This is an optimization exercise on Yosys and OpenROAD, whose aim is small area, a short achievable clock period and few clock cycles, not a production implementation.
In this exercise RTL edits were held to simulation tests only and were not proved equivalent to the original.
No activity file was given, so power comes from the tool's default toggle rates.

File: flow/design.v
module CPU_6507(
	output [12:0] addr_bus,
	output [7:0] d_out,
	input [7:0] d_in,
	output reg wenb,
	input clk,
	input rstb,
	input rdy
);
localparam T0 = 5'd0, T1 = 5'd1, ABS2 = 5'd2, IDX = 5'd3, BR = 5'd4, BRFIX = 5'd5;
localparam DATA = 5'd8, MOD = 5'd9, WR = 5'd10, PLO = 5'd11, PHI = 5'd12, PHIJ = 5'd13;
localparam PUSH = 5'd16, SINC = 5'd17, PUSHL = 5'd18, PUSHP = 5'd19, PULLP = 5'd20, PULLL = 5'd21, PULLH = 5'd22, PULLA = 5'd23;
reg [7:0] A, X, Y, S;
reg N, V, D, I, Z, C;
reg [15:0] PC;
reg [7:0] IR, DL, ABL;
reg [4:0] ABH;
reg [4:0] st;
wire [7:0] P = {N, V, 2'b00, D, I, Z, C};
assign addr_bus = st[4] ? {5'b00001, S} : st[3] ? {ABH, ABL} : PC[12:0];
wire [2:0] aaa = IR[7:5];
wire [2:0] bbb = IR[4:2];
wire [1:0] cc = IR[1:0];
wire g1 = cc == 2'b01;
wire g2 = cc == 2'b10;
wire g0 = cc == 2'b00;
wire m_imm = (g1 & bbb == 3'b010) | (~g1 & bbb == 3'b000 & aaa[2]);
wire m_zp = bbb == 3'b001;
wire m_zpi = bbb == 3'b101;
wire m_izx = g1 & bbb == 3'b000;
wire m_izy = g1 & bbb == 3'b100;
wire m_absi = bbb == 3'b111 | (g1 & bbb == 3'b110);
wire use_y = (g1 & (bbb == 3'b110 | bbb == 3'b100)) | (g2 & aaa[2:1] == 2'b10);
wire is_store = aaa == 3'b100 & ~(g0 & ~bbb[0]) & ~(g2 & bbb[1:0] == 2'b10);
wire is_rmw = g2 & ~(aaa[2:1] == 2'b10) & bbb[0];
wire is_branch = g0 & bbb == 3'b100;
wire is_jmp = IR == 8'h4C;
wire is_jmpi = IR == 8'h6C;
wire is_jsr = IR == 8'h20;
wire is_brk = IR == 8'h00;
reg take;
always @(*) begin
	case (aaa[2:1])
		2'b00: take = N;
		2'b01: take = V;
		2'b10: take = C;
		default: take = Z;
	endcase
	take = take == aaa[0];
end
localparam OP_ADD = 3'd0, OP_AND = 3'd1, OP_OR = 3'd2, OP_EOR = 3'd3, OP_SHL = 3'd4, OP_SHR = 3'd5;
localparam [8:0] SA = 9'h100, SX = 9'h080, SY = 9'h040, SS = 9'h020, SPL = 9'h010, SPH = 9'h008, SAL = 9'h004, SDL = 9'h002, SP = 9'h001, S0 = 9'h000;
localparam [1:0] MDL = 2'b10, MNDL = 2'b11, M00 = 2'b00, MFF = 2'b01;
localparam [1:0] C0 = 2'b00, C1 = 2'b10, CC = 2'b01;
localparam [15:0] CW_NONE = 16'd0;
localparam [15:0] CW_ALINC = {SAL, M00, C1, OP_ADD};
reg [15:0] cw_exec;
always @(*) begin
	casez (IR)
		8'b000???01: cw_exec = {SA, MDL, C0, OP_OR};
		8'b001???01: cw_exec = {SA, MDL, C0, OP_AND};
		8'b010???01: cw_exec = {SA, MDL, C0, OP_EOR};
		8'b011???01: cw_exec = {SA, MDL, CC, OP_ADD};
		8'b111???01: cw_exec = {SA, MNDL, CC, OP_ADD};
		8'b110???01: cw_exec = {SA, MNDL, C1, OP_ADD};
		8'b111???00: cw_exec = {SX, MNDL, C1, OP_ADD};
		8'b110???00: cw_exec = {SY, MNDL, C1, OP_ADD};
		8'b001???00: cw_exec = {SA, MDL, C0, OP_AND};
		default: cw_exec = {S0, MDL, C0, OP_OR};    
	endcase
end
reg [15:0] cw_mod;
always @(*) begin
	case (aaa)
		3'b000: cw_mod = {SDL, M00, C0, OP_SHL};
		3'b001: cw_mod = {SDL, M00, CC, OP_SHL};
		3'b010: cw_mod = {SDL, M00, C0, OP_SHR};
		3'b011: cw_mod = {SDL, M00, CC, OP_SHR};
		3'b110: cw_mod = {SDL, MFF, C0, OP_ADD};
		default: cw_mod = {SDL, M00, C1, OP_ADD};
	endcase
end
wire [8:0] idxsel = use_y ? SY : SX;
wire [8:0] stsel = cc[0] ? SA : cc[1] ? SX : SY;
wire [15:0] CW_STORE = {stsel, M00, C0, OP_OR};
reg [15:0] cw_op;
always @(*) begin
	casez (d_in)
		8'b00?0_1010: cw_op = {SA, M00, C0, OP_SHL} | {9'h0, 2'b0, 1'b0, d_in[5], 3'b0};
		8'b01?0_1010: cw_op = {SA, M00, C0, OP_SHR} | {9'h0, 2'b0, 1'b0, d_in[5], 3'b0};
		8'h8A, 8'h9A: cw_op = {SX, M00, C0, OP_OR};
		8'hAA, 8'hA8, 8'h48: cw_op = {SA, M00, C0, OP_OR};
		8'hBA: cw_op = {SS, M00, C0, OP_OR};
		8'h98: cw_op = {SY, M00, C0, OP_OR};
		8'hE8: cw_op = {SX, M00, C1, OP_ADD};
		8'hCA: cw_op = {SX, MFF, C0, OP_ADD};
		8'hC8: cw_op = {SY, M00, C1, OP_ADD};
		8'h88: cw_op = {SY, MFF, C0, OP_ADD};
		8'h00: cw_op = {SPH, M00, C0, OP_OR};
		default: cw_op = {SP, M00, C0, OP_OR};
	endcase
end
reg [15:0] cw_nx;
always @(*) begin
	case (st)
		T0: cw_nx = cw_op;
		T1: begin
			if (m_imm) cw_nx = cw_exec;
			else if (is_branch) cw_nx = {SPL, MDL, C0, OP_ADD};
			else if (m_zp) cw_nx = CW_STORE;
			else if (m_izy) cw_nx = CW_ALINC;
			else if (m_zpi | m_izx) cw_nx = {idxsel, MDL, C0, OP_ADD};
			else cw_nx = {m_absi ? idxsel : S0, MDL, C0, OP_ADD};
		end
		IDX: cw_nx = m_izx ? CW_ALINC : CW_STORE;
		ABS2: cw_nx = is_jsr ? {SPH, M00, C0, OP_OR} : is_jmpi ? CW_ALINC : CW_STORE;
		PLO: cw_nx = {m_izy ? SY : S0, MDL, C0, OP_ADD};
		PHI: cw_nx = CW_STORE;
		DATA: cw_nx = is_rmw ? cw_mod : cw_exec;
		MOD: cw_nx = {SDL, M00, C0, OP_OR};
		BR: cw_nx = {SPH, 1'b0, DL[7], ~DL[7], 1'b0, OP_ADD};
		PUSH: cw_nx = {SPL, M00, C0, OP_OR};
		PUSHL: cw_nx = {SP, M00, C0, OP_OR};
		PUSHP: cw_nx = CW_ALINC;
		PULLA: cw_nx = cw_exec;
		default: cw_nx = CW_NONE;
	endcase
end
reg [15:0] cwr;
wire rA = cwr[15], rX = cwr[14], rY = cwr[13], rS = cwr[12], rPL = cwr[11], rPH = cwr[10], rAL = cwr[9], rDL = cwr[8], rP = cwr[7];
wire mEn = cwr[6], mInv = cwr[5], cOne = cwr[4], cC = cwr[3];
wire [2:0] op = cwr[2:0];
wire [7:0] R = ({8{rA}} & A) | ({8{rX}} & X) | ({8{rY}} & Y) | ({8{rS}} & S) |
	({8{rPL}} & PC[7:0]) | ({8{rPH}} & PC[15:8]) | ({8{rAL}} & ABL) | ({8{rDL}} & DL) | ({8{rP}} & P);
assign d_out = R;
wire [7:0] M = ({8{mEn}} & DL) ^ {8{mInv}};
wire cin = cOne | (cC & C);
wire [8:0] sum = {1'b0, R} + {1'b0, M} + {8'b0, cin};
reg [7:0] res;
reg cout;
always @(*) begin
	cout = sum[8];
	case (op)
		OP_ADD: res = sum[7:0];
		OP_AND: res = R & M;
		OP_OR: res = R | M;
		OP_EOR: res = R ^ M;
		OP_SHL: begin res = {R[6:0], cin}; cout = R[7]; end
		default: begin res = {cin, R[7:1]}; cout = R[0]; end
	endcase
end
wire ovf = (R[7] == M[7]) & (res[7] != R[7]);
reg wA, wX, wY, wS, wNZ, wC, wV, bitop;
always @(*) begin
	wA = 0; wX = 0; wY = 0; wS = 0; wNZ = 0; wC = 0; wV = 0; bitop = 0;
	case (st)
		T0: begin
			casez (IR)
				8'b0?0???01, 8'b001???01: begin wA = 1; wNZ = 1; end
				8'b101???01, 8'h68: begin wA = 1; wNZ = 1; end
				8'b011???01, 8'b111???01: begin wA = 1; wNZ = 1; wC = 1; wV = 1; end
				8'b110???01, 8'hE0, 8'hE4, 8'hEC, 8'hC0, 8'hC4, 8'hCC: begin wNZ = 1; wC = 1; end
				8'hA2, 8'hA6, 8'hAE, 8'hB6, 8'hBE: begin wX = 1; wNZ = 1; end
				8'hA0, 8'hA4, 8'hAC, 8'hB4, 8'hBC: begin wY = 1; wNZ = 1; end
				8'h24, 8'h2C: begin wNZ = 1; bitop = 1; wV = 1; end
				8'hAA, 8'hBA, 8'hE8, 8'hCA: begin wX = 1; wNZ = 1; end
				8'hA8, 8'hC8, 8'h88: begin wY = 1; wNZ = 1; end
				8'h8A, 8'h98: begin wA = 1; wNZ = 1; end
				8'h9A: wS = 1;
				8'h0A, 8'h2A, 8'h4A, 8'h6A: begin wA = 1; wNZ = 1; wC = 1; end
				default: ;
			endcase
		end
		MOD: begin wNZ = 1; wC = ~aaa[2]; end
		default: ;
	endcase
end
wire sdec = st == PUSH || st == PUSHL || st == PUSHP;
wire sinc = st == SINC || st == PULLL || (st == PULLP && ~IR[3]);
wire d_stk = ~d_in[7] & ~d_in[4] & ~d_in[2] & ~d_in[1] & ~d_in[0] & (d_in[3] | ~(d_in[5] & ~d_in[6]));
wire d_push = d_stk & ~d_in[5] & (d_in[3] | ~d_in[6]);
wire d_impl = (d_in[3:0] == 4'h8 & (d_in[7] | d_in[4])) | (d_in[3:0] == 4'hA & (d_in[7] | ~d_in[4]));
reg [4:0] ns;
reg wr_n;
always @(*) begin
	ns = T0;
	wr_n = 1'b0;
	case (st)
		T0: begin
			ns = {d_stk, 3'b000, ~d_impl & ~d_push};
			wr_n = d_push;
		end
		T1: begin
			if (m_imm) ns = T0;
			else if (is_branch) ns = take ? BR : T0;
			else if (m_zp) ns = DATA;
			else if (m_zpi | m_izx) ns = IDX;
			else if (m_izy) ns = PLO;
			else ns = ABS2;
			wr_n = m_zp & is_store;
		end
		IDX: begin ns = m_izx ? PLO : DATA; wr_n = ~m_izx & is_store; end
		ABS2: begin
			ns = is_jmp ? T0 : is_jsr ? PUSH : is_jmpi ? PLO : DATA;
			wr_n = is_jsr | (is_store & ~is_jmp & ~is_jmpi);
		end
		PLO: ns = (is_jmpi | is_brk) ? PHIJ : PHI;
		PHI: begin ns = DATA; wr_n = is_store; end
		PHIJ: ns = T0;
		DATA: ns = is_rmw ? MOD : T0;
		MOD: begin ns = WR; wr_n = 1'b1; end
		WR: ns = T0;
		BR: ns = (cout != DL[7]) ? BRFIX : T0;
		BRFIX: ns = T0;
		PUSH: begin ns = (is_brk | is_jsr) ? PUSHL : T0; wr_n = is_brk | is_jsr; end
		PUSHL: begin ns = is_brk ? PUSHP : T0; wr_n = is_brk; end
		PUSHP: ns = PLO;
		SINC: ns = IR[3] ? (IR[6] ? PULLA : PULLP) : (IR[5] ? PULLL : PULLP);
		PULLP: ns = IR[3] ? T0 : PULLL;
		PULLL: ns = PULLH;
		PULLH: ns = T0;
		PULLA: ns = T0;
		default: ns = T0;
	endcase
end
wire [15:0] PCinc = PC + 16'd1;
wire [7:0] sx = S ^ {8{sdec}};
wire [6:0] st_t = {&sx[6:0], &sx[5:0], &sx[4:0], &sx[3:0], &sx[2:0], &sx[1:0], sx[0]};
wire [4:0] dinc = d_in[4:0] + 5'd1;
wire [4:0] ABHc = cout ? dinc : d_in[4:0];
always @(posedge clk) begin
	if (!rstb) begin
		st <= PLO;
		IR <= 8'h00;
		ABL <= 8'hFC;
		ABH <= 5'h1F;
		wenb <= 1'b1;
		cwr <= CW_ALINC;
		A <= 0; X <= 0; Y <= 0; S <= 0;
		N <= 0; V <= 0; D <= 0; I <= 1; Z <= 1; C <= 0;
	end else if (rdy) begin
		st <= ns;
		cwr <= cw_nx;
		wenb <= ~wr_n;
		if (wA) A <= res;
		if (wX) X <= res;
		if (wY) Y <= res;
		if (wS) S <= res;
		else if (sdec | sinc) S <= S ^ {st_t, 1'b1};
		if (wNZ) begin N <= bitop ? M[7] : res[7]; Z <= res == 8'h00; end
		if (wC) C <= cout;
		if (wV) V <= bitop ? M[6] : ovf;
		case (st)
			T0: begin
				IR <= d_in;
				PC <= PCinc;
				casez (IR)
					8'b00?11000: C <= IR[5];
					8'b01?11000: I <= IR[5];
					8'hB8: V <= 1'b0;
					8'b11?11000: D <= IR[5];
					default: ;
				endcase
			end
			T1: begin
				DL <= d_in;
				PC <= PCinc;
				ABL <= d_in;
				ABH <= 5'd0;
			end
			IDX: begin ABL <= res; ABH <= 5'd0; end
			ABS2: begin
				if (is_jmp) PC <= {d_in, DL};
				else PC <= PCinc;
				if (is_jsr) ABL <= d_in;
				else begin ABL <= res; ABH <= ABHc; end
			end
			PLO: begin DL <= d_in; ABL <= res; end
			PHI: begin ABL <= res; ABH <= ABHc; end
			PHIJ, PULLH: PC <= {d_in, DL};
			DATA: DL <= d_in;
			MOD: DL <= res;
			BR: PC[7:0] <= res;
			BRFIX: PC[15:8] <= res;
			PUSH: if (is_jsr) PC[15:8] <= ABL;
			PUSHL: if (is_jsr) PC[7:0] <= DL;
			PUSHP: begin I <= 1'b1; ABL <= 8'hFE; ABH <= 5'h1F; end
			PULLP: begin N <= d_in[7]; V <= d_in[6]; D <= d_in[3]; I <= d_in[2]; Z <= d_in[1]; C <= d_in[0]; end
			PULLL, PULLA: DL <= d_in;
			default: ;
		endcase
	end
end
endmodule
File: flow/flow/run.sh
#!/bin/bash
set -euo pipefail
bash standard.sh SETUP_SLACK_MARGIN=6.0 finish > flow_make.log 2>&1
File: flow/standard.sh
#!/bin/bash
# synth_recipe.tcl (not shown) runs the flow's synth.tcl, then flattens the netlist and writes it again
# the make line also repeats each setting of config.mk as NAME=value (left out here)
make -C /OpenROAD-flow-scripts/flow DESIGN_CONFIG=/design/flow/config.mk WORK_HOME=/design/flow/orfs CLKGATE_MAP_FILE= SYNTH_SCRIPT=/design/flow/synth_recipe.tcl "${@:-finish}"
File: flow/config.mk
export PLATFORM = sky130hd
export DESIGN_NAME = CPU_6507
export DESIGN_NICKNAME = CPU_6507
export VERILOG_FILES = /design/flow/design.v
export SDC_FILE = /design/flow/constraint.sdc
export NUM_CORES = 4
export LEC_CHECK = 0
export ABC_AREA = 1
export CAP_MARGIN = 20
export CORE_MARGIN = 2
export CORE_UTILIZATION = 60
export SLEW_MARGIN = 20
File: flow/constraint.sdc
create_clock -name core_clock -period 9.0 [get_ports {clk}]
set_input_delay 1.8000 -clock core_clock [delete_from_list [all_inputs] [get_ports {clk}]]
set_output_delay 1.8000 -clock core_clock [all_outputs]
set_load 0.01 [all_outputs]
==> metrics.yaml, run 1 <==
floorplanning:
  die_w_um: 123
  fp.dieArea_um2: 15200
  initial_core_util_pct: 61.6
  die_h_um: 123
  core_um2: 13900
  std_cell_rows: 43
  io_pins: 33
timing:
  setup_violations: 0
  finalSetupTns_ns: 0
  final_max_slew_viol_count: 0
  slew-limit-headroom_pct: 46.3
  fmax_mhz: 306
  hold_viol_final: 0
  fin_crit_ns: 3.27
  finalCritPeriodShare_pct: 36.3
  fin_skew_ns: 0.0114
  rsz0062_at_grt: "yes"
  timing_worst_slew_pin_value_ns: 0.785
logic_synthesis:
  synth_top_family_by_area: "simple AND/OR/NAND/NOR gates"
  synthCells: 1399
  synthXorXnorAreaFrac_pct: 2.25
  synthMuxAreaShare_pct: 0
  yosys.cell_types.count: 50
  synth-simple-area-share_pct: 36.2
  synth_top_cell_area_share_pct: 19.0
  synth_area_um2: 8550
  synth_adder_area_share_pct: 3.40
  ys_async_sr_fraction_pct: 0
  synth-compound-area-share_pct: 21.1
  yosysSeqAreaShare_pct: 27.4
  yosysTopAreaCell: "dfxtp_1"
  ys_ff_latch: 105
  synth_fp_nets: 1432
  synth_edf_count: 24
  syn_avg_cell_area_um2: 6.11
  ys_top_cells_by_area: "dfxtp_1 (19%), nand2_1 (18%), edfxtp_1 (8.4%)"
  synth_ff_type: "dfxtp_1"
  ys.warnings.count: 1
clock_tree:
  h-tree-depth: 3
  clockBufferDepth: 2
  root_buffer: "clkbuf_16"
  insertion_delay_ns: 0.37
  cts_tree: "done"
  cts_buffers: 9
  clk_transition_reported_paths_ns: 0.08
  clock-sinks: 105
place:
  numPortBuffers: 32
  hpwl_um: 23300
  gp_congestion: 0.988
layout:
  fin_util_pct: 75.9
  syn_to_final_growth_pct: 23.3
  post_route_cells_drive_above_1_share_pct: 19.7
  nets: 1518
route:
  drc: 0
  dr.pass1.iters: 8
  drt_iter0_markers: 1810
  routed_wl_um: 34900
  drt-vias-per-instance: 6.51
  vias: 10883
  wl_per_cell_um: 20.9
  ant_nets: 0
setup_path:
  cp-end-kind: "output pin"
  cp-start-kind: "register"
  cp_slowest_cell: "edfxtp_1"
  cp_slowest_stage_delay_ns: 0.44
  crit_arrival_ns: 1.47
  crit_chain: "nand2_1, nand2_2, nor2_2, nand3_2, buf_6"
  crit_type: "reg -> out"
  crit_required_ns: 7.20
  path_max_fanout: 3
outcome:
  status: "complete, no violations"
global_routing:
  grt_pass1_wl_um: 51700
  antenna_found_initial: 0
  grtUsageTotal_pct: 44.7
  grt_max_degree: 40
  grt_pass1_vias: 9425
  overflow: 0
min_path:
  min_path_type: "reg -> reg"
power:
  peakVddDrop_mv: 0.111
  power_leakage_nw: 4.82
  totalPowerFinal_mw: 1.44
  power.density_nw_per_um2: 137
flow_run:
  cap_violations: 0
==> metrics by stage <==
step                      cells  setup slack (ns)  hold slack [ns]  instance area (µm²)
after floorplan            1399              5.76            0.435                 8570
after global placement     1565              4.87            0.448                 8930
after detailed placement   1565              4.75            0.452                 8930
after CTS                  1649              5.79            0.475                10100
after global routing       1670              5.72            0.511                10500
final                      1671              5.73            0.480                10500
==> registers in the layout, summed over array words and instances (netlist names), 5 cells and up <==
signal,cells
ABH,5
ABL,8
Y,8
S,8
IR,8
PC,16
X,8
DL,8
A,8
cwr,16
st,5
==> critical path, delay by kind of cell (launching register included) <==
kind,cells,cell delay (ns)
buf+inv,1,0.17
simple gates,4,0.48
flops,1,0.44
==> layout by cell type (no fill, tap or decap), types with 21 or more instances in the layout <==
cell,instances
nand2_1,397
inv_1,131
nor2_1,117
o21ai_0,108
a21oi_1,107
nand3_1,88
buf_4,70
dfxtp_1,61
edfxtp_1,24
nand4_1,22
buf_6,21
==> logic make-up after synthesis <==
family | after synthesis
buffers and inverters | 211
DFF | 105
adders and majority gates | 22
and+or+nand+nor | 723
AOI/OAI and AO/OA | 316
xor gates and xnor gates | 22
==> cell usage after synthesis, types with 3 or more instances <==
| library cell | count |
|---|---|
| nor4_1 | 3 |
| xor2_1 | 20 |
| o21ai_0 | 115 |
| buf_2 | 13 |
| a31oi_1 | 6 |
| nor2_1 | 128 |
| o22ai_1 | 10 |
| dfxtp_1 | 81 |
| o2111ai_1 | 6 |
| nor2_2 | 3 |
| inv_1 | 147 |
| a211oi_1 | 3 |
| nand3b_1 | 4 |
| o21ai_1 | 7 |
| clkinv_1 | 3 |
| nor2_4 | 6 |
| clkbuf_1 | 31 |
| a21oi_1 | 120 |
| a22oi_1 | 12 |
| or2_2 | 4 |
| a221oi_1 | 5 |
| nand4_1 | 22 |
| buf_1 | 4 |
| nor3_1 | 19 |
| ha_1 | 20 |
| nand3_2 | 3 |
| nand2_2 | 3 |
| nand2_1 | 418 |
| o221ai_1 | 9 |
| nand3_1 | 102 |
| edfxtp_1 | 24 |
| inv_2 | 10 |
| o211ai_1 | 13 |
==> per-layer routing <==
layer / GRT usage (%) / share of wire, % / wire length, µm
met1: 57.8 / 36 / 12600
met2: 68.8 / 43 / 14900
met3: 11.2 / 14 / 4790
met4: 23.4 / 7.4 / 2580
met5: 0 / 0 / 0
==> path summary, 6_finish.rpt <==
check | start | endpoint | slack [ns] | cells after the start
setup / recovery | PC[8] | d_out[0] | 5.73 | 5
hold / removal | cwr[3] | cwr[3] | 0.48 | 2
setup reg to reg | PC[8] | PC[10] | 5.94 | 19
hold reg to reg | cwr[3] | cwr[3] | 0.48 | 2
==> repair_timing <==
item,in CTS,in global routing
buffers inserted,65,21
setup endpoints to repair,140,73
pin swaps,34,41
cloned,3,0
hold buffers,0,0
resized for setup,214,103
==> area by class of cell <==
cell class                      count  area, µm²
Inverter                          160        644
Timing Repair Buffer              125       1150
Sequential cell                   105       2390
Multi-Input combinational cell   1083       5810
Antenna cell                        1       2.50
Clock buffer                       10        250
Tap cell                          180        225
Fill cell                        1086       3340
Timing Repair inverter              1       11.3
Clock inverter                      6       51.3
==> power breakdown <==
| group | internal [mW] | switching [mW] |
|---|---|---|
| Sequential | 0.503 | 0.0323 |
| Clock | 0.210 | 0.210 |
| Combinational | 0.172 | 0.317 |
Testbench counts, summed over its fixed seeds: cycles 244,174.
==> run 2: changes to the inputs <==
==> flow/flow/run.sh (replaced) <==
#!/bin/bash
set -euo pipefail
bash standard.sh "BUFFER_PORTS_ARGS=-buffer_cell sky130_fd_sc_hd__buf_4" SETUP_SLACK_MARGIN=5.5 finish > flow_make.log 2>&1
==> metrics.yaml, run 2 <==
clock_tree:
  cts_buffers: 9  # unchanged
  clockBufferDepth: 2  # unchanged
  clock-sinks: 105  # unchanged
  h-tree-depth: 3  # unchanged
  clk_transition_reported_paths_ns: 0.08  # about the same
  cts_tree: "done"
  insertion_delay_ns: 0.37  # about the same
  root_buffer: "clkbuf_16"
  hold_buffers: 0  # unchanged
setup_path:
  cp-start-kind: "register"
  cp_slowest_cell: "edfxtp_1"
  cp-end-kind: "output pin"
  cp_slowest_stage_delay_ns: 0.49  # +0.05 ns
  crit_type: "reg -> out"
  path_buf_inv: 1  # unchanged
  crit_arrival_ns: 1.67  # +0.20 ns
  cpMostUsedCell: "nand2_1"
  cp_top_family: "simple AND/OR/NAND/NOR gates"
  crit_chain: "nand2_1, nand2_1, nor2_1, nand3_1, buf_4"
  path_max_fanout: 6  # +3
  crit_required_ns: 7.20  # about the same
floorplanning:
  die_w_um: 123  # unchanged
  io_pins: 33  # unchanged
  fp.dieArea_um2: 15200  # unchanged
  std_cell_rows: 43  # unchanged
  core_um2: 13900  # unchanged
  die_h_um: 123  # unchanged
  initial_core_util_pct: 61.6  # unchanged
layout:
  antennaDiodeCount: 0  # -1
  nets: 1428  # -5.9%
  syn_to_final_growth_pct: 7.32
  final_cell_mix: "nand2_1 (413), inv_1 (145), nor2_1 (128)"
  multi_input_area_um2: 5430  # -6.5%
  finalInstanceArea_um2: 9170  # -13%
  nFillCells: 1368  # +26%
  top_regs: "PC: 16 flops, cwr: 16 flops"
  post_route_cells_drive_above_1_share_pct: 7.79  # -12 points
  seq_area_um2: 2350  # -1.6%
  final_common_cell: "nand2_1"
route:
  routed_wl_um: 30800  # -12%
  vias: 9862  # -9.4%
  drt_iter0_markers: 1347  # -26%
  drt-vias-per-instance: 6.24  # -4.2%
  drc: 0  # unchanged
  dr.pass1.iters: 5  # -3
  wl_per_cell_um: 19.5  # -6.6%
  ant_nets: 0  # unchanged
power:
  power.density_nw_per_um2: 144  # +5.0%
  power_leakage_nw: 4.25  # -12%
  totalPowerFinal_mw: 1.32  # -8.6%
  peakVddDrop_mv: 0.0986  # -12%
timing:
  rsz0062_at_grt: "yes"
  timing_worst_slew_pin_value_ns: 0.967  # +0.182 ns
  finalSetupTns_ns: 0  # unchanged
  fin_crit_ns: 3.47  # +0.202 ns
  finalCritPeriodShare_pct: 38.6  # +2.2 points
  hold_viol_final: 0  # unchanged
  setup_violations: 0  # unchanged
  fin_skew_ns: 0.00864  # -0.00277 ns
  fmax_mhz: 288  # -5.8%
  slew-limit-headroom_pct: 33.9  # -12 points
  final_max_slew_viol_count: 0  # unchanged
logic_synthesis:
  yosys.cell_types.count: 50  # unchanged
  ys.warnings.count: 1  # unchanged
  synth_top_cell_area_share_pct: 19.0  # unchanged
  synthXorXnorAreaFrac_pct: 2.25  # unchanged
  synthCells: 1399  # unchanged
  syn_avg_cell_area_um2: 6.11  # unchanged
  synth-compound-area-share_pct: 21.1  # unchanged
  synth_fp_nets: 1432  # unchanged
  synth_edf_count: 24  # unchanged
  synth_most_common_cell: "nand2_1"
  ys_async_sr_fraction_pct: 0  # unchanged
  ys_ff_latch: 105  # unchanged
  synth_area_um2: 8550  # unchanged
  synth_ff_type: "dfxtp_1"
  synth_adder_area_share_pct: 3.40  # unchanged
  ys_top_cells_by_area: "dfxtp_1 (19%), nand2_1 (18%), edfxtp_1 (8.4%)"
  synthMuxAreaShare_pct: 0  # unchanged
  synth_common_cells: "nand2_1 (418), inv_1 (147), nor2_1 (128)"
  synth-simple-area-share_pct: 36.2  # unchanged
  synth_top_family_by_area: "simple AND/OR/NAND/NOR gates"
  yosysTopAreaCell: "dfxtp_1"
  yosysSeqAreaShare_pct: 27.4  # unchanged
outcome:
  status: "complete, no violations"
global_routing:
  grt_pass1_vias: 8671  # -8.0%
  grt_pass1_wl_um: 46600  # -10%
  grtUsageTotal_pct: 40.3  # -4.4 points
  overflow: 0  # unchanged
  antenna_found_initial: 0  # unchanged
  grt_max_degree: 45  # +13%
flow_run:
  cap_violations: 0  # unchanged
place:
  gp_congestion: 1.08  # +9.7%
  hpwl_um: 22900  # -1.7%
  numPortBuffers: 32  # unchanged
  dpl_cell_area_um2: 8800  # -1.4%
min_path:
  min_path_type: "reg -> reg"
-- run 2: cell count changes in the layout (fill, tap and decap cells not counted), sizes merged --
cell	change
clkinvlp	-3
inv	+3
bufbuf	-2
dlygate4sd2	-4
diode	-1
clkbuf	-6
buf	-78
-- run 2: logic make-up (layout without fill, tap and decap cells) --
group,after synthesis,after routing
flip-flops,105,105
XOR/XNOR,22,22
AND/OR/NAND/NOR,723,723
AO/OA/AOI/OAI,316,316
adder cells (fa/ha/maj),22,22
buffers and inverters,211,212
-- run 2: power by group --
part	leakage (nW)	internal, mW	switching [mW]
registers	0.879	0.504	0.0330
logic	3.23	0.112	0.264
clock network	0.146	0.195	0.212
total	4.25	0.811	0.509
-- run 2: path summary, 6_finish.rpt --
kind | start | end | slack, ns | depth (start not counted)
hold / removal | cwr[3] | cwr[3] | 0.47 | 2
setup reg to reg | PC[0] | Z | 5.73 | 20
setup / recovery | PC[6] | d_out[6] | 5.53 | 5
hold reg to reg | cwr[3] | cwr[3] | 0.47 | 2
-- run 2: what timing repair did --
item | CTS | global route
setup endpoints to repair | 17 | 53
setup buffers | 1 | 1
resized for setup | 6 | 14
endpoints found under the hold margin | 0 | 0
-- run 2: tightest hold or removal path: stages (launching register included) --
cell and delay (ns):
dfxtp_1 0.31, nand2_1 0.06, a21oi_1 0.05
-- run 2: final cells by class --
type,instances,share of cell area (%)
clock inverter,7,0.682
multi-input combinational,1083,59.2
tap,180,2.46
timing repair buffer,36,2.95
inverter,160,6.59
clock buffer,9,2.46
sequential,105,25.6
-- run 2: metal layers --
metal | vias to the layer above | GRT usage, % | part of all wire, %
li1 | 4652 | - | -
met1 | 4456 | 52.0 | 40
met2 | 641 | 64.8 | 45
met3 | 113 | 7.98 | 11
met4 | 0 | 18.8 | 4.7
met5 | - | 0 | 0
-- run 2: through the flow --
stage	std cells	hold WS [ns]	util (%)	setup WS, ns
after floorplan	1399	0.435	-	5.76
after global placement	1562	0.452	63.4	5.25
after detailed placement	1562	0.456	63.4	5.16
after CTS	1579	0.470	65.6	5.50
after global routing	1580	0.491	66.1	5.48
final	1580	0.469	66.1	5.53
==> run 3: changes to the inputs <==
==> flow/run.sh (new file) <==
#!/bin/bash
# synth_recipe.tcl (not shown) runs the flow's synth.tcl, then flattens the netlist and writes it again
# the make line also repeats each setting of config.mk as NAME=value (left out here)
make -C /OpenROAD-flow-scripts/flow DESIGN_CONFIG=/design/flow/config.mk WORK_HOME=/design/flow/orfs CLKGATE_MAP_FILE= SYNTH_SCRIPT=/design/flow/synth_recipe.tcl finish
--- a/flow/config.mk
+++ b/flow/config.mk
@@ -9,4 +9,5 @@
 export CAP_MARGIN = 20
 export CORE_MARGIN = 2
 export CORE_UTILIZATION = 60
+export SETUP_SLACK_MARGIN = 5
 export SLEW_MARGIN = 20
removed: flow/flow/run.sh
removed: flow/standard.sh
==> metrics.yaml, run 3 <==
layout:
  antennaDiodeCount: 0  # unchanged
  final_common_cell: "nand2_1"
  final_cell_mix: "nand2_1 (418), inv_1 (146), nor2_1 (128)"
  post_route_cells_drive_above_1_share_pct: 4.49  # -3.3 points
  stdcell_count: 1582  # +0.13%
  top_regs: "PC: 16 flops, cwr: 16 flops"
  syn_to_final_growth_pct: 7.89
  nets: 1430  # +0.14%
logic_synthesis:
  yosysTopAreaCell: "dfxtp_1"
  ys.warnings.count: 1  # unchanged
  ys_async_sr_fraction_pct: 0  # unchanged
  ys_ff_latch: 105  # unchanged
  syn_avg_cell_area_um2: 6.11  # unchanged
  ys_top_cells_by_area: "dfxtp_1 (19%), nand2_1 (18%), edfxtp_1 (8.4%)"
  synth_top_cell_area_share_pct: 19.0  # unchanged
  yosysSeqAreaShare_pct: 27.4  # unchanged
  synth_ff_type: "dfxtp_1"
  synth_fp_nets: 1432  # unchanged
  synthCells: 1399  # unchanged
  synth_common_cells: "nand2_1 (418), inv_1 (147), nor2_1 (128)"
  yosys.cell_types.count: 50  # unchanged
  synth_edf_count: 24  # unchanged
  synth_most_common_cell: "nand2_1"
  synth_area_um2: 8550  # unchanged
setup_path:
  reg2reg_slack_ns: 5.30  # -0.43 ns
  crit_type: "reg -> out"
  cp_slowest_stage_delay_ns: 0.62  # +0.13 ns
  cp_slowest_cell: "dfxtp_1"
  crit_arrival_ns: 2.12  # +0.45 ns
  cpMostUsedCell: "nand2_1"
  cp-end-kind: "output pin"
  cp-start-kind: "register"
  crit_chain: "nand2_1, nand2_1, inv_1, nand3_1, clkdlybuf4s50_1"
  path_max_fanout: 9  # +3
  crit_required_ns: 7.20  # about the same
timing:
  fmax_mhz: 255  # -11%
  timing_worst_slew_pin_value_ns: 0.903  # -0.0643 ns
  slew-limit-headroom_pct: 39.5  # +5.6 points
  fin_skew_ns: 0.0107  # +0.00202 ns
  fin_crit_ns: 3.92  # +0.447 ns
  finalSetupTns_ns: 0  # unchanged
  finalCritPeriodShare_pct: 43.5  # +5.0 points
  hold_viol_final: 0  # unchanged
  setup_violations: 0  # unchanged
  final_max_slew_viol_count: 0  # unchanged
  rsz0062_at_grt: "yes"
place:
  placed_cells: 1565  # +0.19%
  numPortBuffers: 32  # unchanged
  hpwl_um: 23700  # +3.9%
  gp_congestion: 1.06  # -2.6%
floorplanning:
  initial_core_util_pct: 61.6  # unchanged
  die_w_um: 123  # unchanged
  io_pins: 33  # unchanged
  fp.dieArea_um2: 15200  # unchanged
  die_h_um: 123  # unchanged
  core_um2: 13900  # unchanged
  std_cell_rows: 43  # unchanged
global_routing:
  grt_pass1_wl_um: 47500  # +2.0%
  antenna_found_initial: 0  # unchanged
  grt_max_degree: 45  # unchanged
  grtUsageTotal_pct: 41.4  # +1.1 points
  grt_pass1_vias: 8717  # +0.53%
  overflow: 0  # unchanged
min_path:
  min_path_type: "reg -> reg"
route:
  routed_wl_um: 31600  # +2.6%
  dr.pass1.iters: 10  # +5
  ant_nets: 0  # unchanged
  wl_per_cell_um: 20.0  # +2.5%
  vias: 9986  # +1.3%
  drt_iter0_markers: 1664  # +24%
  drc: 0  # unchanged
  drt-vias-per-instance: 6.31  # +1.1%
power:
  pwr-share-clk_pct: 30.4  # -0.4 points
  power.density_nw_per_um2: 145  # +0.61%
  swShare_pct: 37.0  # -1.6 points
  power_leakage_nw: 4.22  # -0.70%
  p_switching_mw: 0.493  # -3.0%
  seqPwrFrac_pct: 40.4  # -0.3 points
  intPower_mw: 0.841  # +3.8%
  pwr-share-comb_pct: 29.2  # +0.7 points
  peakVddDrop_mv: 0.114  # +16%
outcome:
  status: "complete, no violations"
clock_tree:
  clockBufferDepth: 2  # unchanged
  insertion_delay_ns: 0.37  # about the same
  cts_buffers: 9  # unchanged
  clk_transition_reported_paths_ns: 0.07  # about the same
  root_buffer: "clkbuf_16"
  clock-sinks: 105  # unchanged
  cts_tree: "done"
  h-tree-depth: 3  # unchanged
flow_run:
  cap_violations: 0  # unchanged
[run 3: cell types whose count changed in the layout (fill, tap and decap cells not counted), sizes merged]
cell,change
clkdlybuf4s50,+31
clkbuf,+3
inv,-4
dlymetal6s2s,+1
buf,-30
bufinv,+1
[run 3: final cells by class]
cell class                 count  area (µm²)
clock buffer                  12         236
clock inverter                 4        52.6
fill                        1337        4660
inverter                     160         604
multi-input combinational   1083        5390
sequential                   105        2340
tap                          180         225
timing repair buffer          38         365
[run 3: cells by family (layout without fill, tap and decap cells)]
family,count (synthesis),count (layout),synth area share (%)
and+or+nand+nor,723,723,36.2
AOI/OAI and AO/OA,316,316,21.1
buffers and inverters,211,214,9.63
DFF,105,105,27.4
adders and majority gates,22,22,3.40
xor gates and xnor gates,22,22,2.25
[run 3: path summary, 6_finish.rpt]
kind | startpoint | to | cells past startpoint
worst max-delay path | cwr[12] | d_out[7] | 5
worst min-delay path | cwr[3] | cwr[3] | 2
worst max register to register | PC[8] | Z | 20
worst min register to register | cwr[3] | cwr[3] | 2
[run 3: repair_timing]
action / in CTS / in global routing
gates cloned: 0 / 0
setup endpoints to repair: 13 / 25
setup buffers: 0 / 1
resized for setup: 3 / 2
hold buffers: 0 / 0
[run 3: metal layers]
layer	wire length (µm)	part of all wire, %	global-route usage, %
met3	3830	12	9.23
met1	12300	39	54.1
met2	13900	44	64.4
met5	0	0	0
met4	1600	5.1	20.5
[run 3: critical path, delay by kind of cell, from the launching register on]
family	cells	cell delay (ns)
buffers and inverters	2	0.64
flip-flops	1	0.62
AND/OR/NAND/NOR	3	0.49
[run 3: stage by stage]
stage | total power, mW | setup WS [ns] | util, % | instance area (µm²) | hold WS [ns]
3_5_place_dp | 0.919 | 4.64 | 64.1 | 8900 | 0.456
5_1_grt | 1.37 | 5.00 | 66.4 | 9220 | 0.493
2_1_floorplan | 0.769 | 5.76 | - | 8550 | 0.435
6_report | 1.33 | 5.08 | 66.4 | 9220 | 0.473
4_1_cts | 1.31 | 5.01 | 66.3 | 9200 | 0.467
3_3_place_gp | 0.916 | 4.72 | 64.1 | 8900 | 0.452
[run 3: power by group through the flow]
stage	clock, mW	sequential, mW	combinational, mW
final	0.405	0.539	0.390
after global routing	0.417	0.540	0.415
after CTS	0.403	0.536	0.374
after detailed placement	0	0.547	0.372
after global placement	0	0.547	0.369
after floorplan	0	0.528	0.241
==> run 4: changes to the inputs <==
==> flow/flow/run.sh (new file) <==
#!/bin/bash
set -euo pipefail
bash standard.sh SETUP_SLACK_MARGIN=5.5 finish > flow_make.log 2>&1
==> flow/standard.sh (new file) <==
#!/bin/bash
# synth_recipe.tcl (not shown) runs the flow's synth.tcl, then flattens the netlist and writes it again
# the make line also repeats each setting of config.mk as NAME=value (left out here)
make -C /OpenROAD-flow-scripts/flow DESIGN_CONFIG=/design/flow/config.mk WORK_HOME=/design/flow/orfs CLKGATE_MAP_FILE= SYNTH_SCRIPT=/design/flow/synth_recipe.tcl "${@:-finish}"
--- a/flow/config.mk
+++ b/flow/config.mk
@@ -9,5 +9,4 @@
 export CAP_MARGIN = 20
 export CORE_MARGIN = 2
 export CORE_UTILIZATION = 60
-export SETUP_SLACK_MARGIN = 5
 export SLEW_MARGIN = 20
removed: flow/run.sh
==> metrics.yaml, run 4 <==
outcome:
  status: "complete, no violations"
floorplanning:
  initial_core_util_pct: 61.6  # unchanged
  std_cell_rows: 43  # unchanged
  io_pins: 33  # unchanged
  die_w_um: 123  # unchanged
  core_um2: 13900  # unchanged
  die_h_um: 123  # unchanged
  fp.dieArea_um2: 15200  # unchanged
route:
  wl_per_cell_um: 20.2  # +1.3%
  routed_wl_um: 32700  # +3.4%
  drt-vias-per-instance: 6.36  # +0.79%
  dr.pass1.iters: 6  # -4
  drt_iter0_markers: 1814  # +9.0%
  vias: 10281  # +3.0%
  drc: 0  # unchanged
  ant_nets: 0  # unchanged
timing:
  final_max_slew_viol_count: 0  # unchanged
  slew-limit-headroom_pct: 42.0  # +2.5 points
  hold_viol_final: 0  # unchanged
  fmax_mhz: 286  # +12%
  setup_violations: 0  # unchanged
  finalCritPeriodShare_pct: 38.8  # -4.7 points
  timing_worst_slew_pin_value_ns: 0.849  # -0.0543 ns
  rsz0062_at_grt: "no"
  fin_crit_ns: 3.49  # -0.425 ns
  fin_skew_ns: 0.0115  # +0.000878 ns
  finalSetupTns_ns: 0  # unchanged
global_routing:
  grtUsageTotal_pct: 42.0  # +0.63 points
  grt_max_degree: 45  # unchanged
  grt_pass1_vias: 8928  # +2.4%
  grt_pass1_wl_um: 48300  # +1.7%
  overflow: 0  # unchanged
  antenna_found_initial: 0  # unchanged
layout:
  antennaDiodeCount: 0  # unchanged
  final_cell_mix: "nand2_1 (413), inv_1 (143), nor2_1 (126)"
  nFillCells: 1295  # -3.1%
  fin_util_pct: 69.0  # +2.6 points
  final_common_cell: "nand2_1"
  nets: 1464  # +2.4%
  top_regs: "PC: 16 flops, cwr: 16 flops"
  syn_to_final_growth_pct: 12.1
  post_route_cells_drive_above_1_share_pct: 8.77  # +4.3 points
logic_synthesis:
  synth_area_um2: 8550  # unchanged
  ys.warnings.count: 1  # unchanged
  yosysTopAreaCell: "dfxtp_1"
  synth_top_cell_area_share_pct: 19.0  # unchanged
  synth_ff_type: "dfxtp_1"
  yosys.cell_types.count: 50  # unchanged
  synthCells: 1399  # unchanged
  ys_top_cells_by_area: "dfxtp_1 (19%), nand2_1 (18%), edfxtp_1 (8.4%)"
  yosysSeqAreaShare_pct: 27.4  # unchanged
  syn_avg_cell_area_um2: 6.11  # unchanged
  synth_edf_count: 24  # unchanged
  synth_common_cells: "nand2_1 (418), inv_1 (147), nor2_1 (128)"
  synth_fp_nets: 1432  # unchanged
  ys_async_sr_fraction_pct: 0  # unchanged
  synth_most_common_cell: "nand2_1"
  ys_ff_latch: 105  # unchanged
clock_tree:
  cts_tree: "done"
  clock-sinks: 105  # unchanged
  h-tree-depth: 3  # unchanged
  root_buffer: "clkbuf_16"
  clk_transition_reported_paths_ns: 0.07  # about the same
  clockBufferDepth: 2  # unchanged
  cts_buffers: 9  # unchanged
  hold_buffers: 0  # unchanged
  insertion_delay_ns: 0.37  # about the same
setup_path:
  cp-end-kind: "output pin"
  reg2reg_slack_ns: 5.66  # +0.36 ns
  cp-start-kind: "register"
  crit_required_ns: 7.20  # about the same
  crit_type: "reg -> out"
  crit_arrival_ns: 1.69  # -0.43 ns
  path_max_fanout: 4  # -5
place:
  numPortBuffers: 32  # unchanged
  hpwl_um: 23700  # unchanged
  gp_congestion: 1.06  # unchanged
min_path:
  min_path_type: "reg -> reg"
power:
  peakVddDrop_mv: 0.109  # -4.6%
  power.density_nw_per_um2: 140  # -3.2%
  power_leakage_nw: 4.48  # +6.1%
flow_run:
  cap_violations: 0  # unchanged
-- run 4: cell counts after synthesis --
No cell type changed its count.
-- run 4: worst paths after layout --
kind           from       end  cells after the start
min          ABH[0]    ABH[0]                      2
min reg2reg  ABH[0]    ABH[0]                      2
max reg2reg   PC[0]     DL[2]                     17
max          PC[12]  d_out[4]                      4
-- run 4: cell families after synthesis --
family / synth area share (%)
xor gates and xnor gates: 2.25
DFF: 27.4
buffers and inverters: 9.63
and+or+nand+nor: 36.2
adders and majority gates: 3.40
AOI/OAI and AO/OA: 21.1
-- run 4: what timing repair did --
item / CTS / global route
endpoints found under the setup margin: 80 / 56
gates cloned: 0 / 0
endpoints found under the hold margin: 0 / 0
buffers inserted: 24 / 11
pin swaps: 1 / 3
gates resized for setup: 47 / 30
-- run 4: critical path, stage by stage, from the launching register on --
cell and delay, ns:
edfxtp_1 0.45, a22o_1 0.24, nor2_1 0.11, nand2_1 0.18
dlygate4sd2_1 0.34
-- run 4: metal layers --
layer / share of wire [%] / routed length [µm] / global-route usage [%]
met1: 39 / 12700 / 55.1
met2: 43 / 14200 / 65.3
met3: 12 / 4070 / 9.50
met4: 5.3 / 1740 / 20.3
met5: 0 / 0 / 0
-- run 4: stage by stage --
stage	power, mW	instance area (µm²)	hold slack [ns]	std cells	setup WS (ns)
floorplan	0.769	8550	0.435	1399	5.76
global placement	0.916	8900	0.452	1564	4.72
detailed placement	0.919	8900	0.456	1565	4.64
CTS	1.31	9420	0.467	1605	5.50
global route	1.38	9580	0.493	1616	5.50
finish	1.34	9580	0.471	1616	5.51
-- run 4: cell type report --
cell class | instances | area, µm² | area share [%]
Sequential cell | 105 | 2370 | 24.7
Clock buffer | 12 | 236 | 2.47
Clock inverter | 4 | 52.6 | 0.549
Timing Repair Buffer | 72 | 623 | 6.51
Tap cell | 180 | 225 | 2.35
Inverter | 160 | 617 | 6.44
Multi-Input combinational cell | 1083 | 5460 | 57.0
-- run 4: power by group --
| part | leakage (nW) | total (mW) | internal, mW | switching [mW] |
|---|---|---|---|---|
| combinational | 3.46 | 0.399 | 0.120 | 0.279 |
| clock | 0.141 | 0.406 | 0.218 | 0.189 |
| sequential | 0.881 | 0.536 | 0.504 | 0.0325 |
| total | 4.48 | 1.34 | 0.841 | 0.500 |
==> run 5: changes to the inputs <==
==> flow/flow/run.sh (replaced) <==
#!/bin/bash
set -euo pipefail
bash standard.sh "BUFFER_PORTS_ARGS=-buffer_cell sky130_fd_sc_hd__buf_4" SETUP_SLACK_MARGIN=5.8 finish > flow_make.log 2>&1
==> metrics.yaml, run 5 <==
outcome:
  status: "complete, no violations"
clock_tree:
  insertion_delay_ns: 0.37  # about the same
  hold_buffers: 0  # unchanged
  cts_tree: "done"
  clock-sinks: 105  # unchanged
  h-tree-depth: 3  # unchanged
  clockBufferDepth: 2  # unchanged
  cts_buffers: 9  # unchanged
  root_buffer: "clkbuf_16"
  clk_transition_reported_paths_ns: 0.08  # about the same
timing:
  whs_ns: 0.467  # -0.00420 ns
  fmax_mhz: 307  # +7.1%
  setup_violations: 0  # unchanged
  setup_slack_ns: 5.74  # +0.231 ns
  rsz0062_at_grt: "yes"
  timing_worst_slew_pin_value_ns: 0.942  # +0.0939 ns
  fin_skew_ns: 0.00890  # -0.00263 ns
  finalSetupTns_ns: 0  # unchanged
  hold_viol_final: 0  # unchanged
  final_max_slew_viol_count: 0  # unchanged
  fin_crit_ns: 3.26  # -0.231 ns
  slew-limit-headroom_pct: 35.6  # -6.4 points
  finalCritPeriodShare_pct: 36.2  # -2.6 points
route:
  vias: 10253  # -0.27%
  drt-vias-per-instance: 6.29  # -1.1%
  dr.pass1.iters: 12  # +6
  highest_layer: "met4"
  wl_per_cell_um: 19.9  # -1.8%
  wl_met2_um: 14600  # +3.0%
  routed_wl_um: 32300  # -1.0%
  drc: 0  # unchanged
  drt_iter0_markers: 1637  # -9.8%
  wl_met3_um: 3950  # -3.1%
  drt-met1-wl_um: 12200  # -3.8%
  ant_nets: 0  # unchanged
logic_synthesis:
  synth_most_common_cell: "nand2_1"
  ys.warnings.count: 1  # unchanged
  synth_ff_type: "dfxtp_1"
  synth_edf_count: 24  # unchanged
  yosysSeqAreaShare_pct: 27.4  # unchanged
  syn_avg_cell_area_um2: 6.11  # unchanged
  synth_top_cell_area_share_pct: 19.0  # unchanged
  ys_top_cells_by_area: "dfxtp_1 (19%), nand2_1 (18%), edfxtp_1 (8.4%)"
  ys_ff_latch: 105  # unchanged
  yosys.cell_types.count: 50  # unchanged
  yosysTopAreaCell: "dfxtp_1"
  synth_common_cells: "nand2_1 (418), inv_1 (147), nor2_1 (128)"
  synth_area_um2: 8550  # unchanged
  ys_async_sr_fraction_pct: 0  # unchanged
  synthCells: 1399  # unchanged
  synth_fp_nets: 1432  # unchanged
setup_path:
  cp-end-kind: "output pin"
  cp_top_family: "flip-flops"
  cp_slowest_stage_delay_ns: 0.45  # about the same
  crit_chain: "a22o_1, nor2_2, nand2_2, buf_4"
  cp-start-kind: "register"
  cp_slowest_cell: "edfxtp_1"
  crit_arrival_ns: 1.46  # -0.23 ns
  path_buf_inv: 1  # unchanged
  crit_required_ns: 7.20  # about the same
  crit_type: "reg -> out"
  path_max_fanout: 2  # -2
floorplanning:
  std_cell_rows: 43  # unchanged
  core_um2: 13900  # unchanged
  die_h_um: 123  # unchanged
  io_pins: 33  # unchanged
  fp.dieArea_um2: 15200  # unchanged
  die_w_um: 123  # unchanged
  initial_core_util_pct: 61.6  # unchanged
min_path:
  min_path_type: "reg -> reg"
flow_run:
  cap_violations: 0  # unchanged
global_routing:
  grt_pass1_wl_um: 48200  # -0.26%
  antenna_found_initial: 1  # +1
  overflow: 0  # unchanged
  grt_pass1_vias: 9004  # +0.85%
  grt_max_degree: 45  # unchanged
  grtUsageTotal_pct: 41.7  # -0.34 points
place:
  placed_cells: 1562  # -0.19%
  preCtsSetupSlack_ns: 5.16  # +0.522 ns
  hpwl_um: 22900  # -3.7%
  gp_congestion: 1.08  # +2.7%
  numPortBuffers: 32  # unchanged
layout:
  top_regs: "PC: 16 flops, cwr: 16 flops"
  fin_util_pct: 70.1  # +1.1 points
  nets: 1477  # +0.89%
  post_route_cells_drive_above_1_share_pct: 13.6  # +4.8 points
  antennaDiodeCount: 0  # unchanged
  final_common_cell: "nand2_1"
  syn_to_final_growth_pct: 13.8
  final_cell_mix: "nand2_1 (406), inv_1 (142), nor2_1 (119)"
  stdcell_count: 1629  # +0.80%
power:
  power_leakage_nw: 4.51  # +0.63%
  power.density_nw_per_um2: 140  # about the same
  peakVddDrop_mv: 0.0988  # -9.5%
-- run 5: layout make-up --
cell class | count | area, µm²
sequential | 105 | 2370
inverter | 160 | 623
clock buffer | 9 | 225
fill | 1275 | 4160
clock inverter | 7 | 62.6
timing repair buffer | 84 | 658
multi-input combinational | 1084 | 5560
tap | 180 | 225
-- run 5: final timing paths --
check	start	to	slack [ns]	depth (start not counted)
setup / recovery	PC[12]	d_out[4]	5.74	4
hold / removal	cwr[3]	cwr[3]	0.47	2
setup reg to reg	PC[8]	Z	5.90	19
hold reg to reg	cwr[3]	cwr[3]	0.47	2
-- run 5: power breakdown --
part	total, mW	internal (mW)	switching [mW]
registers	0.533	0.503	0.0303
logic	0.422	0.136	0.286
clock network	0.406	0.195	0.212
total	1.36	0.834	0.528
-- run 5: layer usage --
layer | GRT usage (%) | up-vias
li1 | - | 4753
met1 | 52.9 | 4605
met2 | 67.0 | 742
met3 | 9.13 | 153
met4 | 20.3 | 0
met5 | 0 | -
-- run 5: kinds of logic (layout without fill, tap and decap cells) --
kind of cell	count (synthesis)	after routing	synth area share [%]
compound gates	316	316	21.1
xor+xnor	22	22	2.25
fa+ha+maj	22	22	3.40
buf+inv	211	260	9.63
flops	105	105	27.4
simple gates	723	724	36.2
-- run 5: stage by stage --
stage          total power, mW  cell area (µm²)
2_1_floorplan            0.769             8550
3_3_place_gp             0.902             8800
3_5_place_dp             0.905             8800
4_1_cts                   1.32             9450
5_1_grt                   1.40             9720
6_report                  1.36             9720
-- run 5: repair_timing --
action | 4_1_cts | 5_1_grt
setup endpoints to repair | 100 | 49
setup buffers | 31 | 19
cloned | 0 | 1
resized for setup | 43 | 34
pin swaps | 12 | 12
-- run 5: tightest hold or removal path, stage by stage (launching register included) --
cell and delay [ns]:
dfxtp_1 0.31, nand2_1 0.06, a21oi_1 0.05
==> run 6: changes to the inputs <==
--- a/flow/config.mk
+++ b/flow/config.mk
@@ -5,7 +5,6 @@
 export SDC_FILE = /design/flow/constraint.sdc
 export NUM_CORES = 4
 export LEC_CHECK = 0
-export ABC_AREA = 1
 export CAP_MARGIN = 20
 export CORE_MARGIN = 2
 export CORE_UTILIZATION = 60
==> metrics.yaml, run 6 <==
outcome:
  status: "complete, no violations"
floorplanning:
  die_h_um: 125  # +1.5%
  core_um2: 14400  # +3.9%
  io_pins: 33  # unchanged
  fp.dieArea_um2: 15700  # +3.0%
  std_cell_rows: 44  # +2.3%
  initial_core_util_pct: 61.1  # -0.45 points
  die_w_um: 125  # +1.5%
clock_tree:
  clockBufferDepth: 2  # unchanged
  cts_tree: "done"
  root_buffer: "clkbuf_16"
  cts_buffers: 9  # unchanged
  clock-sinks: 105  # unchanged
  h-tree-depth: 3  # unchanged
  clk_transition_reported_paths_ns: 0.09  # about the same
  insertion_delay_ns: 0.38  # about the same
layout:
  top_regs: "PC: 16 flops, cwr: 16 flops"
  stdcell_count: 1412  # -13%
  antennaDiodeCount: 0  # unchanged
  syn_to_final_growth_pct: 24.1
  seq_area_um2: 2390  # +0.58%
  final_common_cell: "nand2_1"
  final_cell_mix: "nand2_1 (117), nor2_1 (114), buf_4 (91)"
  nFillCells: 1053  # -17%
  post_route_cells_drive_above_1_share_pct: 25.8  # +12 points
  multi_input_area_um2: 6580  # +18%
  nets: 1256  # -15%
setup_path:
  cp_top_family: "simple AND/OR/NAND/NOR gates"
  cp-start-kind: "register"
  reg2reg_depth: 12  # -7
  crit_arrival_ns: 3.84  # +2.38 ns
  path_buf_inv: 2  # +1
  crit_required_ns: 9.29  # +2.09 ns
  crit_chain: "buf_4, nand2_1, xnor2_1, inv_1, fa_2, nand2b_1, a21oi_1, xor2_1, a211oi_1, nor2_2, or4b_1, o31ai_2"
  cp-end-kind: "register"
  rr_startpoint: "DL[0]"
  crit_type: "reg -> reg"
  cp_slowest_cell: "or4b_1"
  reg2reg_slack_ns: 5.44  # -0.46 ns
  r2r_end: "Z"
  cp_slowest_stage_delay_ns: 0.56  # +0.11 ns
  path_max_fanout: 8  # +6
route:
  drt-vias-per-instance: 7.35  # +17%
  drt-met1-wl_um: 14000  # +15%
  drt_iter0_markers: 1921  # +17%
  drc: 0  # unchanged
  wl_met3_um: 5720  # +45%
  wl_per_cell_um: 26.3  # +32%
  ant_nets: 0  # unchanged
  routed_wl_um: 37100  # +15%
  vias: 10378  # +1.2%
  highest_layer: "met4"
  wl_met2_um: 15600  # +6.5%
  dr.pass1.iters: 7  # -5
place:
  hpwl_um: 24200  # +5.7%
  gp_congestion: 1.04  # -3.6%
  preCtsSetupSlack_ns: 5.05  # -0.111 ns
  placed_cells: 1309  # -16%
  numPortBuffers: 32  # unchanged
global_routing:
  grt_pass1_vias: 8965  # -0.43%
  grt_max_degree: 56  # +24%
  antenna_found_initial: 1  # unchanged
  grt_pass1_wl_um: 54200  # +13%
  overflow: 0  # unchanged
  grtUsageTotal_pct: 44.5  # +2.8 points
power:
  seqPwrFrac_pct: 33.7  # -5.5 points
  peakVddDrop_mv: 0.0987  # -0.11%
  power.density_nw_per_um2: 153  # +9.0%
  power_leakage_nw: 4.03  # -10%
  p_switching_mw: 0.670  # +27%
  intPower_mw: 0.999  # +20%
  swShare_pct: 40.1  # +1.4 points
  pwr-share-comb_pct: 41.3  # +10 points
  totalPowerFinal_mw: 1.67  # +23%
  pwr-share-clk_pct: 25.0  # -4.8 points
logic_synthesis:
  ys_top_cells_by_area: "dfxtp_1 (18%), edfxtp_1 (8.2%), nand2_1 (5.4%)"
  synth_edf_count: 24  # unchanged
  synth_top_cell_area_share_pct: 18.4  # -0.58 points
  ys_ff_latch: 105  # unchanged
  yosysSeqAreaShare_pct: 26.6  # -0.84 points
  synth_ff_type: "dfxtp_1"
  synth_most_common_cell: "nand2_1"
  ys.warnings.count: 1  # unchanged
  synth_common_cells: "nand2_1 (127), nor2_1 (120), dfxtp_1 (81)"
  yosys.cell_types.count: 96  # +92%
  synth_area_um2: 8810  # +3.1%
  ys_async_sr_fraction_pct: 0  # unchanged
  synth_fp_nets: 1209  # -16%
  yosysTopAreaCell: "dfxtp_1"
  synthCells: 1176  # -16%
  syn_avg_cell_area_um2: 7.50  # +23%
timing:
  final_max_slew_viol_count: 0  # unchanged
  setup_slack_ns: 5.44  # -0.299 ns
  fin_crit_ns: 3.56  # +0.299 ns
  finalCritPeriodShare_pct: 39.5  # +3.3 points
  fmax_mhz: 281  # -8.4%
  finalSetupTns_ns: 0  # unchanged
  slew-limit-headroom_pct: 35.6  # +0.087 points
  setup_violations: 0  # unchanged
  hold_viol_final: 0  # unchanged
  fin_skew_ns: 0.0146  # +0.00566 ns
  timing_worst_slew_pin_value_ns: 0.958  # +0.0157 ns
  rsz0062_at_grt: "yes"
min_path:
  min_path_cells: 2  # unchanged
  hold_path_end: "X[2]"
  worstHoldStart: "X[2]"
  min_path_type: "reg -> reg"
flow_run:
  cap_violations: 0  # unchanged
## run 6: worst reg2reg max path, delay by kind of cell (launching register included)
kind,cells,cell delay [ns]
simple gates,4,1.08
compound gates,3,0.92
buf+inv,2,0.30
flops,1,0.46
fa+ha+maj,1,0.39
xor+xnor,2,0.32
## run 6: cell type report
cell class,count,area share (%)
inverters,45,1.81
well taps,184,2.10
clock buffers,9,2.06
clock inverters,7,0.606
repair buffers,130,11.5
flip-flops and latches,105,21.8
multi-input cells,932,60.1
## run 6: worst max-delay path by stage
stage                        from       to  slack [ns]  cells after the start
after CTS                   DL[0]        Z        5.60                     13
after detailed placement  d_in[0]  cwr[13]        5.05                     10
final                       DL[0]        Z        5.44                     12
after global routing        DL[0]    PC[4]        5.41                     15
after floorplan           d_in[0]  cwr[14]        5.62                      9
after global placement    d_in[0]  cwr[13]        4.98                     10
## run 6: logic make-up after synthesis
| family | after synthesis | synth area share, % |
|---|---|---|
| compound gates | 360 | 28.2 |
| xor+xnor | 33 | 3.28 |
| fa+ha+maj | 22 | 3.29 |
| buf+inv | 139 | 6.43 |
| flops | 105 | 26.6 |
| mux | 45 | 5.48 |
| simple gates | 472 | 26.7 |
## run 6: per-layer routing
layer / track usage, % / up-vias
met5: 0 / -
met2: 64.5 / 937
met4: 15.6 / 0
met1: 63.1 / 4831
met3: 13.6 / 171
li1: - / 4439
## run 6: power groups by stage
stage	registers (mW)	clock network, mW	logic, mW
final	0.562	0.417	0.690
after global routing	0.564	0.424	0.715
after CTS	0.556	0.408	0.574
after detailed placement	0.569	0	0.480
after global placement	0.569	0	0.476
after floorplan	0.535	0	0.347
## run 6: what timing repair did
action	CTS	global route
gates resized for setup	101	102
cloned	3	0
setup buffers	48	35
pin swaps	21	39
setup endpoints to repair	104	104
hold buffers	0	0
## run 6: metrics by stage
stage / hold slack, ns / area [µm²] / util [%]
after floorplan: 0.445 / 9000 / -
after global placement: 0.477 / 9090 / 63.1
after detailed placement: 0.477 / 9090 / 63.1
after CTS: 0.489 / 10200 / 70.9
after global routing: 0.517 / 10900 / 75.9
final: 0.508 / 10900 / 75.9
==> run 7: changes to the inputs <==
--- a/flow/config.mk
+++ b/flow/config.mk
@@ -5,7 +5,9 @@
 export SDC_FILE = /design/flow/constraint.sdc
 export NUM_CORES = 4
 export LEC_CHECK = 0
+export ABC_AREA = 1
 export CAP_MARGIN = 20
 export CORE_MARGIN = 2
 export CORE_UTILIZATION = 60
 export SLEW_MARGIN = 20
+export TNS_END_PERCENT = 30
==> metrics.yaml, run 7 <==
outcome:
  status: "complete, no violations"
timing:
  fin_crit_ns: 3.39  # -0.173 ns
  finalSetupTns_ns: 0  # unchanged
  setup_violations: 0  # unchanged
  hold_viol_final: 0  # unchanged
  rsz0062_at_grt: "yes"
  timing_worst_slew_pin_value_ns: 0.962  # +0.00356 ns
  fin_skew_ns: 0.00860  # -0.00596 ns
  finalCritPeriodShare_pct: 37.6  # -1.9 points
  final_max_slew_viol_count: 0  # unchanged
  slew-limit-headroom_pct: 34.2  # -1.4 points
  fmax_mhz: 295  # +5.1%
logic_synthesis:
  synth-simple-area-share_pct: 36.2  # +9.5 points
  syn_avg_cell_area_um2: 6.11  # -19%
  synth-compound-area-share_pct: 21.1  # -7.2 points
  synth_adder_area_share_pct: 3.40  # +0.10 points
  yosys.cell_types.count: 50  # -48%
  ys_top_cells_by_area: "dfxtp_1 (19%), nand2_1 (18%), edfxtp_1 (8.4%)"
  synth_edf_count: 24  # unchanged
  synth_ff_type: "dfxtp_1"
  synthMuxAreaShare_pct: 0  # -5.5 points
  synth_top_cell_area_share_pct: 19.0  # +0.58 points
  ys_ff_latch: 105  # unchanged
  synth_common_cells: "nand2_1 (418), inv_1 (147), nor2_1 (128)"
  yosysTopAreaCell: "dfxtp_1"
  synth_fp_nets: 1432  # +18%
  yosysSeqAreaShare_pct: 27.4  # +0.84 points
  synth_top_family_by_area: "simple AND/OR/NAND/NOR gates"
  ys.warnings.count: 1  # unchanged
  ys_async_sr_fraction_pct: 0  # unchanged
  synth_most_common_cell: "nand2_1"
  synth_area_um2: 8550  # -3.1%
  synthXorXnorAreaFrac_pct: 2.25  # -1.0 points
  synthCells: 1399  # +19%
place:
  gp_congestion: 1.08  # +3.7%
  hpwl_um: 22900  # -5.4%
  dpl_cell_area_um2: 8800  # -3.2%
  numPortBuffers: 32  # unchanged
global_routing:
  grt_max_degree: 45  # -20%
  grt_pass1_vias: 8765  # -2.2%
  overflow: 0  # unchanged
  grtUsageTotal_pct: 41.1  # -3.4 points
  grt_pass1_wl_um: 47300  # -13%
  antenna_found_initial: 0  # -1
clock_tree:
  hold_buffers: 0  # unchanged
  clk_transition_reported_paths_ns: 0.08  # about the same
  clock-sinks: 105  # unchanged
  root_buffer: "clkbuf_16"
  h-tree-depth: 3  # unchanged
  cts_tree: "done"
  cts_buffers: 9  # unchanged
  clockBufferDepth: 2  # unchanged
  insertion_delay_ns: 0.37  # about the same
route:
  drt-vias-per-instance: 6.23  # -15%
  drt_iter0_markers: 1410  # -27%
  ant_nets: 0  # unchanged
  drc: 0  # unchanged
  vias: 10073  # -2.9%
  wl_per_cell_um: 19.9  # -24%
  dr.pass1.iters: 5  # -2
  routed_wl_um: 32100  # -13%
layout:
  final_common_cell: "nand2_1"
  final_cell_mix: "nand2_1 (409), inv_1 (142), nor2_1 (122)"
  syn_to_final_growth_pct: 12.4
  nFillCells: 1297  # +23%
  antennaDiodeCount: 0  # unchanged
  nets: 1466  # +17%
  post_route_cells_drive_above_1_share_pct: 12.5  # -13 points
  finalInstanceArea_um2: 9610  # -12%
  top_regs: "PC: 16 flops, cwr: 16 flops"
setup_path:
  worstSetupPathDepth: 5  # -7
  cp-end-kind: "output pin"
  r2r_end: "Z"
  setup.worst_path.start: "PC[5]"
  path_max_fanout: 7  # -1
  cp_slowest_cell: "edfxtp_1"
  crit_required_ns: 7.20  # -2.09 ns
  reg2reg_slack_ns: 5.91  # +0.47 ns
  crit_arrival_ns: 1.59  # -2.25 ns
  cpMostUsedCell: "nand2_1"
  reg2reg_depth: 19  # +7
  cp-start-kind: "register"
  crit_chain: "nand2_1, nand2_1, nor2_1, nand2_1, buf_4"
  cp_top_family: "flip-flops"
  path_buf_inv: 1  # -1
  endpoint: "d_out[5]"
  rr_startpoint: "PC[0]"
  cp_slowest_stage_delay_ns: 0.51  # -0.05 ns
  crit_type: "reg -> out"
power:
  peakVddDrop_mv: 0.0972  # -1.6%
  power_leakage_nw: 4.46  # +11%
  power.density_nw_per_um2: 141  # -7.9%
flow_run:
  cap_violations: 0  # unchanged
floorplanning:
  fp.dieArea_um2: 15200  # -2.9%
  die_h_um: 123  # -1.5%
  io_pins: 33  # unchanged
  std_cell_rows: 43  # -2.3%
  initial_core_util_pct: 61.6  # +0.45 points
  die_w_um: 123  # -1.5%
  core_um2: 13900  # -3.8%
min_path:
  min_path_type: "reg -> reg"
  min_path_cells: 2  # unchanged
## run 7: cell count changes after synthesis, moves of 20 or more
cell,previous run,this run
xnor2_1,22,2
nor2b_1,30,0
a211oi_1,23,3
clkbuf_1,63,31
inv_1,40,147
o21ai_0,69,115
a22oi_1,40,12
mux2i_1,37,0
a21oi_1,74,120
nand2b_1,22,0
nand2_1,127,418
nand3_1,41,102
## run 7: tightest hold or removal path, delay by kind of cell (launching register included)
| family | cells | cell delay [ns] |
|---|---|---|
| AO/OA/AOI/OAI | 1 | 0.05 |
| flip-flops | 1 | 0.32 |
| AND/OR/NAND/NOR | 1 | 0.06 |
## run 7: worst min-delay path by stage
stage               slack, ns      to   start
floorplan                0.43  ABH[3]  ABH[3]
global placement         0.45  ABH[0]  ABH[0]
detailed placement       0.46  ABH[0]  ABH[0]
CTS                      0.47  cwr[3]  cwr[3]
global route             0.49  ABH[0]  ABH[0]
finish                   0.47  cwr[3]  cwr[3]
## run 7: area by class of cell
class / count / area [µm²] / share of cell area (%)
Tap cell: 180 / 225 / 2.34
Timing Repair Buffer: 73 / 572 / 5.95
Clock buffer: 9 / 225 / 2.34
Clock inverter: 7 / 62.6 / 0.651
Multi-Input combinational cell: 1084 / 5550 / 57.7
Inverter: 160 / 614 / 6.39
Sequential cell: 105 / 2360 / 24.6
## run 7: cell families (layout without fill, tap and decap cells)
logic type               after synthesis  count (layout)
AO/OA/AOI/OAI                        316             316
AND/OR/NAND/NOR                      723             724
flip-flops                           105             105
adder cells (fa/ha/maj)               22              22
XOR/XNOR                              22              22
buffers and inverters                211             249
## run 7: power by group
| part | internal (mW) | switching [mW] | total [mW] |
|---|---|---|---|
| Combinational | 0.130 | 0.278 | 0.408 |
| Clock | 0.195 | 0.212 | 0.407 |
| Sequential | 0.504 | 0.0318 | 0.536 |
## run 7: what timing repair did
| action | CTS | global route |
|---|---|---|
| endpoints found under the setup margin | 100 | 58 |
| resized for setup | 28 | 36 |
| pin swaps | 2 | 13 |
| buffers inserted | 10 | 29 |
| gates cloned | 0 | 1 |
## run 7: metrics by stage
stage | setup slack, ns | hold slack (ns) | power, mW | cells | util (%)
global route | 5.61 | 0.492 | 1.39 | 1618 | 69.2
floorplan | 5.76 | 0.435 | 0.769 | 1399 | -
detailed placement | 5.16 | 0.456 | 0.905 | 1562 | 63.4
global placement | 5.25 | 0.452 | 0.902 | 1562 | 63.4
CTS | 5.63 | 0.470 | 1.30 | 1588 | 66.6
finish | 5.61 | 0.470 | 1.35 | 1618 | 69.2
## run 7: per-layer routing
metal,track usage (%),routed length [µm],vias up
met3,8.58,3450,143
met4,18.2,1570,0
met5,0,0,-
met2,66.3,14600,663
li1,-,-,4722
met1,53.0,12500,4545

## what the ideal ports hide
How much do the figures lean on ideal ports? The routed layouts below were timed once more, with nothing changed but the port constraints.
Step 1 sets driving cells, clkbuf_16 on the clock port and buf_2 on the other inputs (assumed; they add their load-dependent delay and slew).
Step 2, shift: input delay + t, output delay - t, t = (earliest + latest rising clock arrival at the registers) / 2. This alone moves slack from input paths to output paths.
Slacks: ideal / step 1 / step 2; pairs: ideal / step 1.
| run | t (ns) | slack for setup (ns) | hold slack, ns |
|---|---|---|---|
| run 1 | 0.411 | 5.733 / 5.689 / 5.626 | 0.480 / 0.480 / 0.480 |
| run 2 | 0.414 | 5.530 / 5.485 / 5.285 | 0.469 / 0.469 / 0.469 |
| run 3 | 0.406 | 5.084 / 5.039 / 4.853 | 0.473 / 0.473 / 0.473 |
| run 4 | 0.407 | 5.508 / 5.463 / 5.206 | 0.471 / 0.471 / 0.471 |
| run 5 | 0.416 | 5.739 / 5.693 / 5.535 | 0.467 / 0.467 / 0.467 |
| run 6 | 0.414 | 5.441 / 5.441 / 5.326 | 0.508 / 0.508 / 0.508 |
| run 7 | 0.415 | 5.614 / 5.566 / 5.421 | 0.470 / 0.470 / 0.470 |
After both steps every run listed still meets setup and hold. For run 4, which loses most, drivers alone change the setup slack by -0.045 ns; drivers and shift together by -0.302 ns.
